Context: an optimization exercise on an open-source flow, tuned for small area, a short achievable clock period and few clock cycles per item. The choices shown serve that exercise and are no tape-out recipe. In this exercise RTL edits were held to simulation tests only and were not proved equivalent to the original. Power and IR drop assume default switching activity.

<file path="flow/run.sh">
#!/bin/bash
# synth_recipe.tcl (not shown) runs the flow's synth.tcl, then flattens the netlist and writes it again
# the make line also repeats each setting of config.mk as NAME=value (left out here)
make -C /OpenROAD-flow-scripts/flow DESIGN_CONFIG=/design/flow/config.mk WORK_HOME=/design/flow/orfs CLKGATE_MAP_FILE= SYNTH_SCRIPT=/design/flow/synth_recipe.tcl finish
</file>
<file path="flow/design.v">
module sub_block_left(
    input logic [159:0] data_in, 
    input logic [31:0] m, 
    input logic [7:0] s, 
    input logic [31:0] K, 
    input logic [2:0] t, 
    output logic [159:0] left_out
);
    function logic [31:0] F1(input logic [31:0] B,C,D);
        F1=B^C^D;
    endfunction
    function logic [31:0] F2(input logic [31:0] B,C,D);
        F2 = (B&C)|(~B&D);
    endfunction
    function logic [31:0] F3(input logic [31:0] B,C,D);
        F3 = (B|~C)^D;
    endfunction
    function logic [31:0] F4(input logic [31:0] B,C,D);
        F4 = (B&D)|(C&~D);
    endfunction
    function logic [31:0] F5(input logic [31:0] B,C,D);
        F5 = B^(C|~D);
    endfunction
    logic [31:0] temp;
    logic [31:0] f_out;
    logic [31:0]A,B,C,D,E;
    always_comb begin
        A=data_in[159:128];
        B=data_in[127:96];
        C=data_in[95:64];
        D=data_in[63:32];
        E=data_in[31:0];
        left_out[31:0] = D;  
        left_out[63:32] = {C[21:0],C[31:22]};  
        left_out[95:64] = B;  
        unique casez(t)
            4'h0: f_out = F1(data_in[127:96], data_in[95:64], data_in[63:32]);
            4'h1: f_out = F2(data_in[127:96], data_in[95:64], data_in[63:32]);
            4'h2: f_out = F3(data_in[127:96], data_in[95:64], data_in[63:32]);
            4'h3: f_out = F4(data_in[127:96], data_in[95:64], data_in[63:32]);
            4'h4: f_out = F5(data_in[127:96], data_in[95:64], data_in[63:32]);
            default: f_out = 'x;
        endcase
        temp = A + m + K + f_out;
        unique casez(s)
            8'd1: left_out[127:96] = {temp[30:0],temp[31]};
            8'd2: left_out[127:96] = {temp[29:0],temp[31:30]};
            8'd3: left_out[127:96] = {temp[28:0],temp[31:29]};
            8'd4: left_out[127:96] = {temp[27:0],temp[31:28]};
            8'd5: left_out[127:96] = {temp[26:0],temp[31:27]};
            8'd6: left_out[127:96] = {temp[25:0],temp[31:26]};
            8'd7: left_out[127:96] = {temp[24:0],temp[31:25]};
            8'd8: left_out[127:96] = {temp[23:0],temp[31:24]};
            8'd9: left_out[127:96] = {temp[22:0],temp[31:23]};
            8'd10: left_out[127:96] = {temp[21:0],temp[31:22]};
            8'd11: left_out[127:96] = {temp[20:0],temp[31:21]};
            8'd12: left_out[127:96] = {temp[19:0],temp[31:20]};
            8'd13: left_out[127:96] = {temp[18:0],temp[31:19]};
            8'd14: left_out[127:96] = {temp[17:0],temp[31:18]};
            8'd15: left_out[127:96] = {temp[16:0],temp[31:17]};
            default: left_out[127:96] = temp;
        endcase
        left_out[127:96] = left_out[127:96] + E;
        left_out[159:128] = E;  
    end
endmodule
module sub_block_right (
    input logic [159:0] data_in, 
    input logic [31:0] m, 
    input logic [7:0] s, 
    input logic [31:0] K, 
    input logic [2:0] t, 
    output logic [159:0] right_out
);
function logic [31:0] F1(input logic [31:0] B,C,D);
    F1=B^C^D;
endfunction
function logic [31:0] F2(input logic [31:0] B,C,D);
    F2 = (B&C)|(~B&D);
endfunction
function logic [31:0] F3(input logic [31:0] B,C,D);
    F3 = (B|~C)^D;
endfunction
function logic [31:0] F4(input logic [31:0] B,C,D);
    F4 = (B&D)|(C&~D);
endfunction
function logic [31:0] F5(input logic [31:0] B,C,D);
    F5 = B^(C|~D);
endfunction
    logic [31:0] temp;
    logic [31:0] f_out;
    logic [31:0] A,B,C,D,E;
    always_comb begin
        A=data_in[159:128];
        B=data_in[127:96];
        C=data_in[95:64];
        D=data_in[63:32];
        E=data_in[31:0];
        right_out[31:0] = D;  
        right_out[63:32] = {C[21:0],C[31:22]};  
        right_out[95:64] = B;  
        unique casez(t)
            4'h0: f_out = F5(data_in[127:96], data_in[95:64], data_in[63:32]);
            4'h1: f_out = F4(data_in[127:96], data_in[95:64], data_in[63:32]);
            4'h2: f_out = F3(data_in[127:96], data_in[95:64], data_in[63:32]);
            4'h3: f_out = F2(data_in[127:96], data_in[95:64], data_in[63:32]);
            4'h4: f_out = F1(data_in[127:96], data_in[95:64], data_in[63:32]);
            default: f_out = 'x;
        endcase
        temp = A + m + K + f_out;
        unique casez(s)
            8'd1: right_out[127:96] = {temp[30:0],temp[31]};
            8'd2: right_out[127:96] = {temp[29:0],temp[31:30]};
            8'd3: right_out[127:96] = {temp[28:0],temp[31:29]};
            8'd4: right_out[127:96] = {temp[27:0],temp[31:28]};
            8'd5: right_out[127:96] = {temp[26:0],temp[31:27]};
            8'd6: right_out[127:96] = {temp[25:0],temp[31:26]};
            8'd7: right_out[127:96] = {temp[24:0],temp[31:25]};
            8'd8: right_out[127:96] = {temp[23:0],temp[31:24]};
            8'd9: right_out[127:96] = {temp[22:0],temp[31:23]};
            8'd10: right_out[127:96] = {temp[21:0],temp[31:22]};
            8'd11: right_out[127:96] = {temp[20:0],temp[31:21]};
            8'd12: right_out[127:96] = {temp[19:0],temp[31:20]};
            8'd13: right_out[127:96] = {temp[18:0],temp[31:19]};
            8'd14: right_out[127:96] = {temp[17:0],temp[31:18]};
            8'd15: right_out[127:96] = {temp[16:0],temp[31:17]};
            default: right_out[127:96] = temp;
        endcase
        right_out[127:96] = right_out[127:96] + E;
        right_out[159:128] = E;  
    end
endmodule
module ripemd160
(
    input logic clk,
    input logic rst,
    input logic valid_in,
    output logic valid_out,
    input logic [439:0] message,
    output logic [159:0] Hash_result
);
parameter H0 = 32'h67452301;
parameter H1 = 32'hefcdab89;
parameter H2 = 32'h98badcfe;
parameter H3 = 32'h10325476;
parameter H4 = 32'hc3d2e1f0;
parameter K0 = 32'h0;
parameter K1 = 32'h5A827999;
parameter K2 = 32'h6ED9EBA1;
parameter K3 = 32'h8F1BBCDC;
parameter K4 = 32'hA953FD4E;
parameter K0_1 = 32'h50A28BE6;
parameter K1_1 = 32'h5C4DD124;
parameter K2_1 = 32'h6D703EF3;
parameter K3_1 = 32'h7A6D76E9;
parameter K4_1 = 32'h0;
logic [7:0] sub_block_iter_counter;
logic [2:0] stage;
logic [4:0][31:0] round_out;
enum logic [1:0] {INIT, START_HASH, END} state, next_state;
logic [159:0] sub_block_left_datain;
logic [159:0] sub_block_right_datain;
logic [31:0] sub_block_left_message_in;
logic [31:0] sub_block_right_message_in;
logic [7:0] sub_block_left_shift_amount;
logic [7:0] sub_block_right_shift_amount;
logic [31:0] sub_block_left_K_val;
logic [31:0] sub_block_right_K_val;
logic [159:0] sub_block_left_out;
logic [159:0] sub_block_right_out;
logic [511:0] chunk;
logic [15:0][31:0] padded_msg;
logic [159:0] hash_words;
sub_block_left left_combo(
    .data_in    (sub_block_left_datain),
    .m          (sub_block_left_message_in),
    .s          (sub_block_left_shift_amount),
    .K          (sub_block_left_K_val),
    .t          (stage),
    .left_out   (sub_block_left_out)
);
sub_block_right right_combo(
    .data_in    (sub_block_right_datain),
    .m          (sub_block_right_message_in),
    .s          (sub_block_right_shift_amount),
    .K          (sub_block_right_K_val),
    .t          (stage),
    .right_out  (sub_block_right_out)
);
always_comb begin
    for(int i=0;i<16;i++) begin
        padded_msg[i] = {chunk[480-32*i +: 8], chunk[488-32*i +: 8], chunk[496-32*i +: 8], chunk[504-32*i +: 8]};
    end
end
always_ff @(posedge clk) begin:ripemd_statemachine
    if (rst) begin:reset
        state <= INIT;
    end:reset
    else begin
        if(valid_in & (state==INIT || state==END)) begin
            state <= START_HASH;
            chunk <= {message, 8'h80, 8'hb8, 8'h01, 48'b0};
        end
        else if(state==END)
            state <= INIT;
        if(state==START_HASH && stage==4 && sub_block_iter_counter==15)
            state <= END;
    end
end:ripemd_statemachine
always_ff @(posedge clk) begin
    if (state==INIT || state==END) begin: initialize_counter_stage
        sub_block_iter_counter=0;
        stage=0;
        sub_block_left_datain={H0,H1,H2,H3,H4};
        sub_block_right_datain={H0,H1,H2,H3,H4};
    end: initialize_counter_stage
    if(state==START_HASH) begin
        sub_block_left_datain <= sub_block_left_out;
        sub_block_right_datain <= sub_block_right_out;
        stage <= sub_block_iter_counter == 15 ? stage+1 : stage;
        sub_block_iter_counter <= sub_block_iter_counter==15 ? 0 : sub_block_iter_counter+1;
    end
end
always_comb begin
    if(state==END) begin
        hash_words = { H1+sub_block_left_datain[95:64]+sub_block_right_datain[63:32],
                       H2+sub_block_left_datain[63:32]+sub_block_right_datain[31:0],
                       H3+sub_block_left_datain[31:0]+sub_block_right_datain[159:128],
                       H4+sub_block_left_datain[159:128]+sub_block_right_datain[127:96],
                       H0+sub_block_left_datain[127:96]+sub_block_right_datain[95:64]};
        for(int i=0;i<5;i++)
            Hash_result[32*i +: 32] = {hash_words[32*i +: 8], hash_words[32*i+8 +: 8], hash_words[32*i+16 +: 8], hash_words[32*i+24 +: 8]};
        valid_out = 1;
    end
    else begin
        hash_words = 'x;
        Hash_result = 'x;
        valid_out = 0;
    end
end
always_comb begin
    sub_block_left_K_val = 'x;
    sub_block_right_K_val = 'x;
    sub_block_left_message_in = 'x;
    sub_block_left_shift_amount = 'x;
    sub_block_right_message_in = 'x;
    sub_block_right_shift_amount = 'x;
    if(state==START_HASH) begin
        if(stage==0) begin
            sub_block_left_K_val = K0;
            sub_block_right_K_val = K0_1;
            unique casez(sub_block_iter_counter)
                8'd0: begin
                    sub_block_left_message_in = padded_msg[0];
                    sub_block_left_shift_amount = 'd11;
                    sub_block_right_message_in = padded_msg[5];
                    sub_block_right_shift_amount = 'd8;
                end
                8'd1: begin
                    sub_block_left_message_in = padded_msg[1];
                    sub_block_left_shift_amount = 'd14;
                    sub_block_right_message_in = padded_msg[14];
                    sub_block_right_shift_amount = 'd9;
                end
                8'd2: begin
                    sub_block_left_message_in = padded_msg[2];
                    sub_block_left_shift_amount = 'd15;
                    sub_block_right_message_in = padded_msg[7];
                    sub_block_right_shift_amount = 'd9;
                end
                8'd3: begin
                    sub_block_left_message_in = padded_msg[3];
                    sub_block_left_shift_amount = 'd12;
                    sub_block_right_message_in = padded_msg[0];
                    sub_block_right_shift_amount = 'd11;
                end
                8'd4: begin
                    sub_block_left_message_in = padded_msg[4];
                    sub_block_left_shift_amount = 'd5;
                    sub_block_right_message_in = padded_msg[9];
                    sub_block_right_shift_amount = 'd13;
                end
                8'd5: begin
                    sub_block_left_message_in = padded_msg[5];
                    sub_block_left_shift_amount = 'd8;
                    sub_block_right_message_in = padded_msg[2];
                    sub_block_right_shift_amount = 'd15;
                end
                8'd6: begin
                    sub_block_left_message_in = padded_msg[6];
                    sub_block_left_shift_amount = 'd7;
                    sub_block_right_message_in = padded_msg[11];
                    sub_block_right_shift_amount = 'd15;
                end
                8'd7: begin
                    sub_block_left_message_in = padded_msg[7];
                    sub_block_left_shift_amount = 'd9;
                    sub_block_right_message_in = padded_msg[4];
                    sub_block_right_shift_amount = 'd5;
                end
                8'd8: begin
                    sub_block_left_message_in = padded_msg[8];
                    sub_block_left_shift_amount = 'd11;
                    sub_block_right_message_in = padded_msg[13];
                    sub_block_right_shift_amount = 'd7;
                end
                8'd9: begin
                    sub_block_left_message_in = padded_msg[9];
                    sub_block_left_shift_amount = 'd13;
                    sub_block_right_message_in = padded_msg[6];
                    sub_block_right_shift_amount = 'd7;
                end
                8'd10: begin
                    sub_block_left_message_in = padded_msg[10];
                    sub_block_left_shift_amount = 'd14;
                    sub_block_right_message_in = padded_msg[15];
                    sub_block_right_shift_amount = 'd8;
                end
                8'd11: begin
                    sub_block_left_message_in = padded_msg[11];
                    sub_block_left_shift_amount = 'd15;
                    sub_block_right_message_in = padded_msg[8];
                    sub_block_right_shift_amount = 'd11;
                end
                8'd12: begin
                    sub_block_left_message_in = padded_msg[12];
                    sub_block_left_shift_amount = 'd6;
                    sub_block_right_message_in = padded_msg[1];
                    sub_block_right_shift_amount = 'd14;
                end
                8'd13: begin
                    sub_block_left_message_in = padded_msg[13];
                    sub_block_left_shift_amount = 'd7;
                    sub_block_right_message_in = padded_msg[10];
                    sub_block_right_shift_amount = 'd14;
                end
                8'd14: begin
                    sub_block_left_message_in = padded_msg[14];
                    sub_block_left_shift_amount = 'd9;
                    sub_block_right_message_in = padded_msg[3];
                    sub_block_right_shift_amount = 'd12;
                end
                8'd15: begin
                    sub_block_left_message_in = padded_msg[15];
                    sub_block_left_shift_amount = 'd8;
                    sub_block_right_message_in = padded_msg[12];
                    sub_block_right_shift_amount = 'd6;
                end
                default: begin
                    sub_block_left_message_in='x;
                    sub_block_left_shift_amount='x;
                    sub_block_right_message_in='x;
                    sub_block_right_shift_amount='x;
                end
            endcase
        end
        if(stage==1) begin
            sub_block_left_K_val = K1;
            sub_block_right_K_val = K1_1;
            unique casez(sub_block_iter_counter)
                8'd0: begin
                    sub_block_left_message_in = padded_msg[7];
                    sub_block_left_shift_amount = 'd7;
                    sub_block_right_message_in = padded_msg[6];
                    sub_block_right_shift_amount = 'd9;
                end
                8'd1: begin
                    sub_block_left_message_in = padded_msg[4];
                    sub_block_left_shift_amount = 'd6;
                    sub_block_right_message_in = padded_msg[11];
                    sub_block_right_shift_amount = 'd13;
                end
                8'd2: begin
                    sub_block_left_message_in = padded_msg[13];
                    sub_block_left_shift_amount = 'd8;
                    sub_block_right_message_in = padded_msg[3];
                    sub_block_right_shift_amount = 'd15;
                end
                8'd3: begin
                    sub_block_left_message_in = padded_msg[1];
                    sub_block_left_shift_amount = 'd13;
                    sub_block_right_message_in = padded_msg[7];
                    sub_block_right_shift_amount = 'd7;
                end
                8'd4: begin
                    sub_block_left_message_in = padded_msg[10];
                    sub_block_left_shift_amount = 'd11;
                    sub_block_right_message_in = padded_msg[0];
                    sub_block_right_shift_amount = 'd12;
                end
                8'd5: begin
                    sub_block_left_message_in = padded_msg[6];
                    sub_block_left_shift_amount = 'd9;
                    sub_block_right_message_in = padded_msg[13];
                    sub_block_right_shift_amount = 'd8;
                end
                8'd6: begin
                    sub_block_left_message_in = padded_msg[15];
                    sub_block_left_shift_amount = 'd7;
                    sub_block_right_message_in = padded_msg[5];
                    sub_block_right_shift_amount = 'd9;
                end
                8'd7: begin
                    sub_block_left_message_in = padded_msg[3];
                    sub_block_left_shift_amount = 'd15;
                    sub_block_right_message_in = padded_msg[10];
                    sub_block_right_shift_amount = 'd11;
                end
                8'd8: begin
                    sub_block_left_message_in = padded_msg[12];
                    sub_block_left_shift_amount = 'd7;
                    sub_block_right_message_in = padded_msg[14];
                    sub_block_right_shift_amount = 'd7;
                end
                8'd9: begin
                    sub_block_left_message_in = padded_msg[0];
                    sub_block_left_shift_amount = 'd12;
                    sub_block_right_message_in = padded_msg[15];
                    sub_block_right_shift_amount = 'd7;
                end
                8'd10: begin
                    sub_block_left_message_in = padded_msg[9];
                    sub_block_left_shift_amount = 'd15;
                    sub_block_right_message_in = padded_msg[8];
                    sub_block_right_shift_amount = 'd12;
                end
                8'd11: begin
                    sub_block_left_message_in = padded_msg[5];
                    sub_block_left_shift_amount = 'd9;
                    sub_block_right_message_in = padded_msg[12];
                    sub_block_right_shift_amount = 'd7;
                end
                8'd12: begin
                    sub_block_left_message_in = padded_msg[2];
                    sub_block_left_shift_amount = 'd11;
                    sub_block_right_message_in = padded_msg[4];
                    sub_block_right_shift_amount = 'd6;
                end
                8'd13: begin
                    sub_block_left_message_in = padded_msg[14];
                    sub_block_left_shift_amount = 'd7;
                    sub_block_right_message_in = padded_msg[9];
                    sub_block_right_shift_amount = 'd15;
                end
                8'd14: begin
                    sub_block_left_message_in = padded_msg[11];
                    sub_block_left_shift_amount = 'd13;
                    sub_block_right_message_in = padded_msg[1];
                    sub_block_right_shift_amount = 'd13;
                end
                8'd15: begin
                    sub_block_left_message_in = padded_msg[8];
                    sub_block_left_shift_amount = 'd12;
                    sub_block_right_message_in = padded_msg[2];
                    sub_block_right_shift_amount = 'd11;
                end
                default: begin
                    sub_block_left_message_in='x;
                    sub_block_left_shift_amount='x;
                    sub_block_right_message_in='x;
                    sub_block_right_shift_amount='x;
                end
            endcase
        end
        if(stage==2) begin
            sub_block_left_K_val = K2;
            sub_block_right_K_val = K2_1;
            unique casez(sub_block_iter_counter)
                8'd0: begin
                    sub_block_left_message_in = padded_msg[3];
                    sub_block_left_shift_amount = 'd11;
                    sub_block_right_message_in = padded_msg[15];
                    sub_block_right_shift_amount = 'd9;
                end
                8'd1: begin
                    sub_block_left_message_in = padded_msg[10];
                    sub_block_left_shift_amount = 'd13;
                    sub_block_right_message_in = padded_msg[5];
                    sub_block_right_shift_amount = 'd7;
                end
                8'd2: begin
                    sub_block_left_message_in = padded_msg[14];
                    sub_block_left_shift_amount = 'd6;
                    sub_block_right_message_in = padded_msg[1];
                    sub_block_right_shift_amount = 'd15;
                end
                8'd3: begin
                    sub_block_left_message_in = padded_msg[4];
                    sub_block_left_shift_amount = 'd7;
                    sub_block_right_message_in = padded_msg[3];
                    sub_block_right_shift_amount = 'd11;
                end
                8'd4: begin
                    sub_block_left_message_in = padded_msg[9];
                    sub_block_left_shift_amount = 'd14;
                    sub_block_right_message_in = padded_msg[7];
                    sub_block_right_shift_amount = 'd8;
                end
                8'd5: begin
                    sub_block_left_message_in = padded_msg[15];
                    sub_block_left_shift_amount = 'd9;
                    sub_block_right_message_in = padded_msg[14];
                    sub_block_right_shift_amount = 'd6;
                end
                8'd6: begin
                    sub_block_left_message_in = padded_msg[8];
                    sub_block_left_shift_amount = 'd13;
                    sub_block_right_message_in = padded_msg[6];
                    sub_block_right_shift_amount = 'd6;
                end
                8'd7: begin
                    sub_block_left_message_in = padded_msg[1];
                    sub_block_left_shift_amount = 'd15;
                    sub_block_right_message_in = padded_msg[9];
                    sub_block_right_shift_amount = 'd14;
                end
                8'd8: begin
                    sub_block_left_message_in = padded_msg[2];
                    sub_block_left_shift_amount = 'd14;
                    sub_block_right_message_in = padded_msg[11];
                    sub_block_right_shift_amount = 'd12;
                end
                8'd9: begin
                    sub_block_left_message_in = padded_msg[7];
                    sub_block_left_shift_amount = 'd8;
                    sub_block_right_message_in = padded_msg[8];
                    sub_block_right_shift_amount = 'd13;
                end
                8'd10: begin
                    sub_block_left_message_in = padded_msg[0];
                    sub_block_left_shift_amount = 'd13;
                    sub_block_right_message_in = padded_msg[12];
                    sub_block_right_shift_amount = 'd5;
                end
                8'd11: begin
                    sub_block_left_message_in = padded_msg[6];
                    sub_block_left_shift_amount = 'd6;
                    sub_block_right_message_in = padded_msg[2];
                    sub_block_right_shift_amount = 'd14;
                end
                8'd12: begin
                    sub_block_left_message_in = padded_msg[13];
                    sub_block_left_shift_amount = 'd5;
                    sub_block_right_message_in = padded_msg[10];
                    sub_block_right_shift_amount = 'd13;
                end
                8'd13: begin
                    sub_block_left_message_in = padded_msg[11];
                    sub_block_left_shift_amount = 'd12;
                    sub_block_right_message_in = padded_msg[0];
                    sub_block_right_shift_amount = 'd13;
                end
                8'd14: begin
                    sub_block_left_message_in = padded_msg[5];
                    sub_block_left_shift_amount = 'd7;
                    sub_block_right_message_in = padded_msg[4];
                    sub_block_right_shift_amount = 'd7;
                end
                8'd15: begin
                    sub_block_left_message_in = padded_msg[12];
                    sub_block_left_shift_amount = 'd5;
                    sub_block_right_message_in = padded_msg[13];
                    sub_block_right_shift_amount = 'd5;
                end
                default: begin
                    sub_block_left_message_in='x;
                    sub_block_left_shift_amount='x;
                    sub_block_right_message_in='x;
                    sub_block_right_shift_amount='x;
                end
            endcase
        end
        if(stage==3) begin
            sub_block_left_K_val = K3;
            sub_block_right_K_val = K3_1;
            unique casez(sub_block_iter_counter)
                8'd0: begin
                    sub_block_left_message_in = padded_msg[1];
                    sub_block_left_shift_amount = 'd11;
                    sub_block_right_message_in = padded_msg[8];
                    sub_block_right_shift_amount = 'd15;
                end
                8'd1: begin
                    sub_block_left_message_in = padded_msg[9];
                    sub_block_left_shift_amount = 'd12;
                    sub_block_right_message_in = padded_msg[6];
                    sub_block_right_shift_amount = 'd5;
                end
                8'd2: begin
                    sub_block_left_message_in = padded_msg[11];
                    sub_block_left_shift_amount = 'd14;
                    sub_block_right_message_in = padded_msg[4];
                    sub_block_right_shift_amount = 'd8;
                end
                8'd3: begin
                    sub_block_left_message_in = padded_msg[10];
                    sub_block_left_shift_amount = 'd15;
                    sub_block_right_message_in = padded_msg[1];
                    sub_block_right_shift_amount = 'd11;
                end
                8'd4: begin
                    sub_block_left_message_in = padded_msg[0];
                    sub_block_left_shift_amount = 'd14;
                    sub_block_right_message_in = padded_msg[3];
                    sub_block_right_shift_amount = 'd14;
                end
                8'd5: begin
                    sub_block_left_message_in = padded_msg[8];
                    sub_block_left_shift_amount = 'd15;
                    sub_block_right_message_in = padded_msg[11];
                    sub_block_right_shift_amount = 'd14;
                end
                8'd6: begin
                    sub_block_left_message_in = padded_msg[12];
                    sub_block_left_shift_amount = 'd9;
                    sub_block_right_message_in = padded_msg[15];
                    sub_block_right_shift_amount = 'd6;
                end
                8'd7: begin
                    sub_block_left_message_in = padded_msg[4];
                    sub_block_left_shift_amount = 'd8;
                    sub_block_right_message_in = padded_msg[0];
                    sub_block_right_shift_amount = 'd14;
                end
                8'd8: begin
                    sub_block_left_message_in = padded_msg[13];
                    sub_block_left_shift_amount = 'd9;
                    sub_block_right_message_in = padded_msg[5];
                    sub_block_right_shift_amount = 'd6;
                end
                8'd9: begin
                    sub_block_left_message_in = padded_msg[3];
                    sub_block_left_shift_amount = 'd14;
                    sub_block_right_message_in = padded_msg[12];
                    sub_block_right_shift_amount = 'd9;
                end
                8'd10: begin
                    sub_block_left_message_in = padded_msg[7];
                    sub_block_left_shift_amount = 'd5;
                    sub_block_right_message_in = padded_msg[2];
                    sub_block_right_shift_amount = 'd12;
                end
                8'd11: begin
                    sub_block_left_message_in = padded_msg[15];
                    sub_block_left_shift_amount = 'd6;
                    sub_block_right_message_in = padded_msg[13];
                    sub_block_right_shift_amount = 'd9;
                end
                8'd12: begin
                    sub_block_left_message_in = padded_msg[14];
                    sub_block_left_shift_amount = 'd8;
                    sub_block_right_message_in = padded_msg[9];
                    sub_block_right_shift_amount = 'd12;
                end
                8'd13: begin
                    sub_block_left_message_in = padded_msg[5];
                    sub_block_left_shift_amount = 'd6;
                    sub_block_right_message_in = padded_msg[7];
                    sub_block_right_shift_amount = 'd5;
                end
                8'd14: begin
                    sub_block_left_message_in = padded_msg[6];
                    sub_block_left_shift_amount = 'd5;
                    sub_block_right_message_in = padded_msg[10];
                    sub_block_right_shift_amount = 'd15;
                end
                8'd15: begin
                    sub_block_left_message_in = padded_msg[2];
                    sub_block_left_shift_amount = 'd12;
                    sub_block_right_message_in = padded_msg[14];
                    sub_block_right_shift_amount = 'd8;
                end
                default: begin
                    sub_block_left_message_in='x;
                    sub_block_left_shift_amount='x;
                    sub_block_right_message_in='x;
                    sub_block_right_shift_amount='x;
                end
            endcase
        end
        if(stage==4) begin
            sub_block_left_K_val = K4;
            sub_block_right_K_val = K4_1;
            unique casez(sub_block_iter_counter)
                8'd0: begin
                    sub_block_left_message_in = padded_msg[4];
                    sub_block_left_shift_amount = 'd9;
                    sub_block_right_message_in = padded_msg[12];
                    sub_block_right_shift_amount = 'd8;
                end
                8'd1: begin
                    sub_block_left_message_in = padded_msg[0];
                    sub_block_left_shift_amount = 'd15;
                    sub_block_right_message_in = padded_msg[15];
                    sub_block_right_shift_amount = 'd5;
                end
                8'd2: begin
                    sub_block_left_message_in = padded_msg[5];
                    sub_block_left_shift_amount = 'd5;
                    sub_block_right_message_in = padded_msg[10];
                    sub_block_right_shift_amount = 'd12;
                end
                8'd3: begin
                    sub_block_left_message_in = padded_msg[9];
                    sub_block_left_shift_amount = 'd11;
                    sub_block_right_message_in = padded_msg[4];
                    sub_block_right_shift_amount = 'd9;
                end
                8'd4: begin
                    sub_block_left_message_in = padded_msg[7];
                    sub_block_left_shift_amount = 'd6;
                    sub_block_right_message_in = padded_msg[1];
                    sub_block_right_shift_amount = 'd12;
                end
                8'd5: begin
                    sub_block_left_message_in = padded_msg[12];
                    sub_block_left_shift_amount = 'd8;
                    sub_block_right_message_in = padded_msg[5];
                    sub_block_right_shift_amount = 'd5;
                end
                8'd6: begin
                    sub_block_left_message_in = padded_msg[2];
                    sub_block_left_shift_amount = 'd13;
                    sub_block_right_message_in = padded_msg[8];
                    sub_block_right_shift_amount = 'd14;
                end
                8'd7: begin
                    sub_block_left_message_in = padded_msg[10];
                    sub_block_left_shift_amount = 'd12;
                    sub_block_right_message_in = padded_msg[7];
                    sub_block_right_shift_amount = 'd6;
                end
                8'd8: begin
                    sub_block_left_message_in = padded_msg[14];
                    sub_block_left_shift_amount = 'd5;
                    sub_block_right_message_in = padded_msg[6];
                    sub_block_right_shift_amount = 'd8;
                end
                8'd9: begin
                    sub_block_left_message_in = padded_msg[1];
                    sub_block_left_shift_amount = 'd12;
                    sub_block_right_message_in = padded_msg[2];
                    sub_block_right_shift_amount = 'd13;
                end
                8'd10: begin
                    sub_block_left_message_in = padded_msg[3];
                    sub_block_left_shift_amount = 'd13;
                    sub_block_right_message_in = padded_msg[13];
                    sub_block_right_shift_amount = 'd6;
                end
                8'd11: begin
                    sub_block_left_message_in = padded_msg[8];
                    sub_block_left_shift_amount = 'd14;
                    sub_block_right_message_in = padded_msg[14];
                    sub_block_right_shift_amount = 'd5;
                end
                8'd12: begin
                    sub_block_left_message_in = padded_msg[11];
                    sub_block_left_shift_amount = 'd11;
                    sub_block_right_message_in = padded_msg[0];
                    sub_block_right_shift_amount = 'd15;
                end
                8'd13: begin
                    sub_block_left_message_in = padded_msg[6];
                    sub_block_left_shift_amount = 'd8;
                    sub_block_right_message_in = padded_msg[3];
                    sub_block_right_shift_amount = 'd13;
                end
                8'd14: begin
                    sub_block_left_message_in = padded_msg[15];
                    sub_block_left_shift_amount = 'd5;
                    sub_block_right_message_in = padded_msg[9];
                    sub_block_right_shift_amount = 'd11;
                end
                8'd15: begin
                    sub_block_left_message_in = padded_msg[13];
                    sub_block_left_shift_amount = 'd6;
                    sub_block_right_message_in = padded_msg[11];
                    sub_block_right_shift_amount = 'd11;
                end
                default: begin
                    sub_block_left_message_in='x;
                    sub_block_left_shift_amount='x;
                    sub_block_right_message_in='x;
                    sub_block_right_shift_amount='x;
                end
            endcase
        end        
    end
    else begin
        sub_block_left_K_val = 'x;
        sub_block_right_K_val='x;
        sub_block_left_message_in = 'x;
        sub_block_left_shift_amount = 'x;
        sub_block_right_message_in='x;
        sub_block_right_shift_amount='x;
    end
end
endmodule
</file>
<file path="flow/config.mk">
export PLATFORM = sky130hd
export DESIGN_NAME = ripemd160
export DESIGN_NICKNAME = ripemd160
export VERILOG_FILES = /design/flow/design.v
export SDC_FILE = /design/flow/constraint.sdc
export NUM_CORES = 8
export LEC_CHECK = 0
export CAP_MARGIN = 20
export CORE_MARGIN = 2
export CORE_UTILIZATION = 25
export SLEW_MARGIN = 20
</file>
<file path="flow/constraint.sdc">
create_clock -name core_clock -period 14.0 [get_ports {clk}]
set_input_delay 2.8000 -clock core_clock [delete_from_list [all_inputs] [get_ports {clk}]]
set_output_delay 2.8000 -clock core_clock [all_outputs]
set_load 0.01 [all_outputs]
</file>
==> out/qor.csv <==
metric,value,unit
synth_edf_count,760,
drc_errors,0,
grt_use_total,25.36,%
max_cap_viol_count,0,
cpPeakStageDelay,780,ps
reg2reg_from,sub_block_iter_counter[3]$_DFF_P_,
fin_skew,62.55,ps
synth_cell_types,100,
worst_slew_pin_slew,1325,ps
avgViaCountPerCell,6.489,
die_area,324900,um2
setup_viol,0,
drtPass1Iterations,13,
leakage,33.09,nW
vdd_ir_drop_max,0.1434,mV
synth_seq_cells,773,
cts_sinks,773,
path_class,reg2reg,
vias,86960,
cp_num_buf_inv,2,
synth_mux_area_share,1.826,%
seq_area_frac_synth,28.82,%
port_buffers,603,
synthXorXnorAreaFrac,3.865,%
gr-total-overflow,0,
relSlewSlack,11.65,%
clkTransAtPathRegs,80,ps
synth_top_family_by_area,compound AO/OA/AOI/OAI gates,
clock-root-buffer,clkbuf_16,
path_max_fanout,155,
die_w,570.0,um
std_cell_rows,207,
drv_slew,0,
rr_endpoint,sub_block_left_datain[126]$_SDFFCE_PP1P_,
cp_slowest_cell,a31oi_1,
ctsResizeCount,0,
syn_area_per_cell,8.505,um2
final_antenna_net_count,0,
fin_crit,11470,ps
synth_compound_area_share,33.17,%
grt_pass1_vias,80453,
layout-drive-gt1-share,4.869,%
wirelength,433.4,mm
pre_cts_ws,2915,ps
synth-adder-area-share,11.00,%
antenna_found_initial,46,
postCtsHoldBufs,0,
synthFlopType,edfxtp_1,
grt_start_max_net_pins,185,
crit_path_frequent_cell,o21ai_0,
status,"complete, no violations",
use_met1,31.61,%
regArea,23100,um2
final_cell_mix,"a22oi_1 (1,083), edfxtp_1 (760), clkdlybuf4s50_1 (603)",
clk_latency,780,ps
layout.nets,10198,
final_common_cell,a22oi_1,
grt_busiest_layer,met2,
async_flop_share,0,%
critical_path.top_delay_family,compound AO/OA/AOI/OAI gates,
routabilityCongestion,1.004,
hpwl,303.6,mm
critPathCaptureType,register,
max_freq,0.08715,GHz
fill_cells,33498,
cp-start-kind,register,
min_from,sub_block_iter_counter[7]$_DFF_P_,
clockBufferDepth,3,
required,14480,ps
grt_pass1_wl,610.2,mm
hold_viol_final,0,
synth_fp_nets,10485,
syn-cell-area,80080,um2
fp.dieH,570.0,um
crit_path_end,sub_block_left_datain[126]$_SDFFCE_PP1P_,
dr.first_iter.drc_count,18896,
cp-startpoint,sub_block_iter_counter[3]$_DFF_P_,
r2r_cells,36,
rsz0062_at_grt,false,
p_per_area,188.5,nW/um2
yosys.area_share.simple,12.92,%
critPathArrivalTime,11950,ps
synth_cells,9416,
htree_levels,3,
grt_use_met2,36.04,%
numCtsBuffers,91,
synth-warning-count,3,
cts_setup_buffers,0,
ios,604,
hp-class,reg2reg,
use_met3,8.732,%
core_region_area,318300,um2
start_util,25.16,%
utilization,28.87,%
area_growth_syn_to_layout,14.75,%
path_depth,36,
cts_tree,done,
wl_per_cell,32.34,um
finalCritPeriodShare,81.96,%
reg2reg_setup_slack,2530,ps
multiInputGateArea,50600,um2
fin_ws,2526,ps
tightest hold or removal path: cells and delay by family, from the launching register on:
family,cells,cell delay (ps)
compound gates,2,150
flops,1,350
worst min path at each step:
stage | to | depth (start not counted) | slack, ps
floorplan | sub_block_iter_counter[7]$_DFF_P_ | 2 | 480
finish | sub_block_iter_counter[7]$_DFF_P_ | 2 | 550
global route | sub_block_iter_counter[7]$_DFF_P_ | 2 | 570
detailed placement | sub_block_iter_counter[7]$_DFF_P_ | 2 | 540
global placement | sub_block_iter_counter[7]$_DFF_P_ | 2 | 530
CTS | sub_block_iter_counter[7]$_DFF_P_ | 2 | 550
cell type report:
cell class	count	share of cell area (%)
inverter	591	2.433
tap	4180	5.691
clock buffer	98	2.507
antenna	20	0.05446
multi-input combinational	6903	55.07
timing repair buffer	769	8.246
clock inverter	68	0.8605
sequential	773	25.14
power breakdown:
part	switching [mW]	internal [mW]	total [mW]
Combinational	7.08	4.40	11.5
Sequential	0.484	2.81	3.30
Clock	1.11	1.43	2.54
Total	8.68	8.65	17.3
cells in the mapped netlist (all sizes together), types with 79 or more instances:
cell	instances	area [um2]
a221o	79	790.8
nand4	175	1095
o22ai	188	1176
nor2	513	1928
xor2	90	795.8
and3	101	631.9
nand2	554	2079
fa	129	2582
a21o	108	810.8
nor3	121	625.6
clkbuf	791	2977
nand2b	100	625.6
edfxtp	760	22820
inv	591	2218
a31oi	106	663.1
xnor2	260	2300
ha	497	6218
o21ai	502	2512
mux2i	112	1121
nand3	347	1737
a221oi	288	2522
a22oi	1087	8165
a222oi	305	3053
buf	358	1523
a22o	125	1095
a21oi	394	1972
registers in the layout, summed over array words and instances, names as in the netlist:
name,flops
sub_block_iter_counter,8
sub_block_right_datain,160
chunk,440
state,2
sub_block_left_datain,160
stage,3
metal layers:
| layer | vias up | routed length [um] |
|---|---|---|
| li1 | 36088 | - |
| met1 | 41437 | 159400 |
| met2 | 7712 | 175000 |
| met3 | 1687 | 59930 |
| met4 | 36 | 38800 |
| met5 | - | 218 |
cells by family (layout without fill, tap and decap cells):
family	count (synthesis)	in the layout
buffers and inverters	1740	1526
multiplexers	139	139
flip-flops	773	773
adder cells (fa/ha/maj)	627	627
AO/OA/AOI/OAI	3638	3638
other	0	20
AND/OR/NAND/NOR	2149	2149
XOR/XNOR	350	350
stage by stage:
stage	area (um2)	TNS, ps	instances	power, mW	hold slack [ps]
CTS	91780	0	13377	17.05	546.2
floorplan	80090	-153910	9416	10.25	482.7
global route	91870	0	13390	18.30	571.9
global placement	88690	0	13211	14.51	527.0
detailed placement	88690	0	13211	14.44	538.2
finish	91900	0	13402	17.32	547.5
Testbench counts, summed over its fixed seeds: cycles 20,744, hashes 256.

==> what the ideal ports hide <==
How much do the figures lean on ideal ports? The routed layout below was timed once more, with nothing changed but the port constraints.
Step 1 (the two cells are an assumption about what drives the block):
set clk [get_ports {clk}]
set_driving_cell -lib_cell sky130_fd_sc_hd__clkbuf_16 $clk
set_driving_cell -lib_cell sky130_fd_sc_hd__buf_2 [delete_from_list [all_inputs] $clk]
Step 2 adds t to the input delays and takes it off the output delays; t is the mean of the earliest and latest rising clock arrival at the registers after step 1. Input paths then give back, and output paths get back, about the clock's delay inside the block.
a / b / c = no drivers / after step 1 / after step 2; a / b = the first two.
t (ns): 0.836
slack for setup (ns): 2.526 / 2.526 / 2.526
slew at the worst register clock pin (ns): 0.08 / 0.08
After both steps this run still meets setup and hold. For this run, drivers alone change the setup slack by 0.000 ns; drivers and shift together by 0.000 ns.
